This design comes from an exercise in tuning for small area on the open sky130 flow, not from production work. In this exercise RTL edits were held to simulation tests only and were not proved equivalent to the original.

==> module mini_fir_rdbit, before the edit <==
module mini_fir_rdbit (input [7:0] sel, input [7:0] d, output y);
wire [2:0] t_n;
mini_fir_aoi222 u_t0 (.a(sel[0]), .b(d[0]), .c(sel[1]), .d(d[1]), .e(sel[2]), .f(d[2]), .y(t_n[0]));
mini_fir_aoi222 u_t1 (.a(sel[3]), .b(d[3]), .c(sel[4]), .d(d[4]), .e(sel[5]), .f(d[5]), .y(t_n[1]));
mini_fir_aoi22 u_t2 (.a(sel[6]), .b(d[6]), .c(sel[7]), .d(d[7]), .y(t_n[2]));
mini_fir_nand3 u_or (.a(t_n[0]), .b(t_n[1]), .c(t_n[2]), .y(y));
endmodule
==> module mini_fir_aoi22, before the edit <==
module mini_fir_aoi22 (input a, input b, input c, input d, output y);
assign y = ~((a & b) | (c & d));
endmodule
==> module mini_fir_nand3, before the edit <==
module mini_fir_nand3 (input a, input b, input c, output y);
assign y = ~(a & b & c);
endmodule
==> module mini_fir, before the edit <==
module mini_fir #(
    parameter NUM = 1
)(
    input        clk,
    input        rst_n,
    input  [3:0] i_addr,
    input  [7:0] i_data_wr,
    input        i_wr,
    input        i_rd,
    output [7:0] o_data_rd,
    input  [7:0] i_din,
    output reg [7:0] o_dout
);
wire [7:0] fir_ctrl;
wire [7:0] coeff_00, coeff_01, coeff_02, coeff_03, coeff_04, coeff_05, coeff_06;
wire [7:0] sum_n;
wire       ok;
mini_fir_ctrl u_fir_ctrl (
    .clk        (clk),
    .rst_n      (rst_n),
    .i_addr     (i_addr),
    .i_data_wr  (i_data_wr),
    .i_wr       (i_wr),
    .i_rd       (i_rd),
    .o_data_rd  (o_data_rd),
    .o_fir_ctrl (fir_ctrl),
    .o_coeff_00 (coeff_00),
    .o_coeff_01 (coeff_01),
    .o_coeff_02 (coeff_02),
    .o_coeff_03 (coeff_03),
    .o_coeff_04 (coeff_04),
    .o_coeff_05 (coeff_05),
    .o_coeff_06 (coeff_06)
);
mini_fir_dp u_fir_dp (
    .clk        (clk),
    .i_coeff_00 (coeff_00),
    .i_coeff_01 (coeff_01),
    .i_coeff_02 (coeff_02),
    .i_coeff_03 (coeff_03),
    .i_coeff_04 (coeff_04),
    .i_coeff_05 (coeff_05),
    .i_coeff_06 (coeff_06),
    .i_din      (i_din),
    .o_sum_n    (sum_n),
    .o_ok       (ok)
);
wire [7:0] dout_nxt, filt;
wire       en_n = ~fir_ctrl[0];
genvar b;
generate
    for (b = 0; b < 8; b = b + 1) begin : g_out
        mini_fir_a21oi u_filt (.a1(ok), .a2(sum_n[b]), .b1(en_n), .y(filt[b]));
        mini_fir_a21o  u_mux  (.a1(en_n), .a2(i_din[b]), .b1(filt[b]), .x(dout_nxt[b]));
    end
endgenerate
always @(posedge clk or negedge rst_n) begin
    if (~rst_n)
        o_dout <= 8'd0;
    else
        o_dout <= dout_nxt;
end
endmodule
==> module mini_fir_a21oi, before the edit <==
module mini_fir_a21oi (input a1, input a2, input b1, output y);
assign y = ~((a1 & a2) | b1);
endmodule
==> module mini_fir_a21o, before the edit <==
module mini_fir_a21o (input a1, input a2, input b1, output x);
assign x = (a1 & a2) | b1;
endmodule
==> flow/config.mk <==
export PLATFORM = sky130hd
export DESIGN_NAME = mini_fir
export DESIGN_NICKNAME = mini_fir
export VERILOG_FILES = /design/flow/design.v
export SDC_FILE = /design/flow/constraint.sdc
export NUM_CORES = 4
export LEC_CHECK = 0
export CAP_MARGIN = 20
export CORE_MARGIN = 2
export CORE_UTILIZATION = 65
export CTS_BUF_LIST = sky130_fd_sc_hd__clkbuf_8
export CTS_CLUSTER_DIAMETER = 30
export GPL_TIMING_DRIVEN = 0
export SLEW_MARGIN = 20
export SYNTH_HIERARCHICAL = 1
==> flow/constraint.sdc <==
create_clock -name core_clock -period 5.5 [get_ports {clk}]
set_input_delay 1.1000 -clock core_clock [delete_from_list [all_inputs] [get_ports {clk}]]
set_output_delay 1.1000 -clock core_clock [all_outputs]
set_load 0.01 [all_outputs]
standard.sh (not shown) runs the stock make flow with config.mk's settings and CLKGATE_MAP_FILE= SYNTH_SCRIPT=/design/flow/synth_recipe.tcl, a recipe that flattens the netlist after the stock synthesis.
==> flow/flow/run.sh <==
#!/bin/bash
# The standard layout, with two changes:
# - the port buffers are the smallest buffer (sky130_fd_sc_hd__buf_1) instead
#   of ORFS's default choice;
# - clock tree synthesis adds no dummy loads to balance the tree's leaves
#   (the other CTS arguments are the ones ORFS builds from config.mk).
set -euo pipefail
bash standard.sh \
  "BUFFER_PORTS_ARGS=-buffer_cell sky130_fd_sc_hd__buf_1" \
  "CTS_ARGS=-sink_clustering_enable -repair_clock_nets -sink_clustering_max_diameter 30 -buf_list sky130_fd_sc_hd__clkbuf_8 -dont_use_dummy_load" \
  finish > standard.log 2>&1
The starting point completed with no timing, DRC or antenna violations.
Rerun with:
--- a/flow/design.v
+++ b/flow/design.v
@@ -1145,24 +1145,25 @@
 endmodule
 module mini_fir_hold (input d_n, input we_n, input q, output y);
 assign y = ~((d_n | we_n) & ~(we_n & q));
 endmodule
 module mini_fir_rdbit (input [7:0] sel, input [7:0] d, output y);
-wire [2:0] t_n;
+wire [1:0] t_n;
+wire       u;
 mini_fir_aoi222 u_t0 (.a(sel[0]), .b(d[0]), .c(sel[1]), .d(d[1]), .e(sel[2]), .f(d[2]), .y(t_n[0]));
 mini_fir_aoi222 u_t1 (.a(sel[3]), .b(d[3]), .c(sel[4]), .d(d[4]), .e(sel[5]), .f(d[5]), .y(t_n[1]));
-mini_fir_aoi22 u_t2 (.a(sel[6]), .b(d[6]), .c(sel[7]), .d(d[7]), .y(t_n[2]));
-mini_fir_nand3 u_or (.a(t_n[0]), .b(t_n[1]), .c(t_n[2]), .y(y));
+mini_fir_nand2 u_u (.a(t_n[0]), .b(t_n[1]), .y(u));
+mini_fir_a221o u_y (.a1(sel[6]), .a2(d[6]), .b1(sel[7]), .b2(d[7]), .c1(u), .x(y));
 endmodule
 module mini_fir_aoi222 (input a, input b, input c, input d, input e, input f, output y);
 assign y = ~((a & b) | (c & d) | (e & f));
 endmodule
-module mini_fir_aoi22 (input a, input b, input c, input d, output y);
-assign y = ~((a & b) | (c & d));
+module mini_fir_nand2 (input a, input b, output y);
+assign y = ~(a & b);
 endmodule
-module mini_fir_nand3 (input a, input b, input c, output y);
-assign y = ~(a & b & c);
+module mini_fir_a221o (input a1, input a2, input b1, input b2, input c1, output x);
+assign x = (a1 & a2) | (b1 & b2) | c1;
 endmodule
 module mini_fir #(
     parameter NUM = 1
 )(
     input        clk,
@@ -1212,22 +1213,19 @@
 wire [7:0] dout_nxt, filt;
 wire       en_n = ~fir_ctrl[0];
 genvar b;
 generate
     for (b = 0; b < 8; b = b + 1) begin : g_out
-        mini_fir_a21oi u_filt (.a1(ok), .a2(sum_n[b]), .b1(en_n), .y(filt[b]));
-        mini_fir_a21o  u_mux  (.a1(en_n), .a2(i_din[b]), .b1(filt[b]), .x(dout_nxt[b]));
+        mini_fir_nand2 u_filt (.a(ok), .b(sum_n[b]), .y(filt[b]));
+        mini_fir_a22o  u_mux  (.a1(fir_ctrl[0]), .a2(filt[b]), .b1(en_n), .b2(i_din[b]), .x(dout_nxt[b]));
     end
 endgenerate
 always @(posedge clk or negedge rst_n) begin
     if (~rst_n)
         o_dout <= 8'd0;
     else
         o_dout <= dout_nxt;
 end
 endmodule
-module mini_fir_a21oi (input a1, input a2, input b1, output y);
-assign y = ~((a1 & a2) | b1);
-endmodule
-module mini_fir_a21o (input a1, input a2, input b1, output x);
-assign x = (a1 & a2) | b1;
+module mini_fir_a22o (input a1, input a2, input b1, input b2, output x);
+assign x = (a1 & a2) | (b1 & b2);
 endmodule
After rerunning:
- The changed run ran to the end with no violations
- wire length hardly moves
- cell count hardly moves
- global-route usage is lower by 0.36 points
- synthesized area fell by 0.40%
- via count is about the same

[afterwards: timing with drivers on the ports]
Ports are ideal in the flow. The routed layouts listed here were re-timed in OpenROAD. Step 1 (the two cells are an assumption about what drives the block):
set clk [get_ports {clk}]
set_driving_cell -lib_cell sky130_fd_sc_hd__clkbuf_16 $clk
set_driving_cell -lib_cell sky130_fd_sc_hd__buf_2 [delete_from_list [all_inputs] $clk]
Step 2 moves the port delays by t, midway between the first and last clock arrival at a register: inputs arrive t later, outputs are due t later. That takes back most of the time a late clock gives input paths. Slacks: ideal / step 1 / step 2; pairs: ideal / step 1.
run | t (ns) | setup slack, ns | worst setup path at the end
the first run | 0.495 | 0.152 / 0.152 / 0.152 | register to register
the second run | 0.493 | 0.109 / 0.109 / 0.109 | register to register
After both steps every run listed still meets setup and hold.
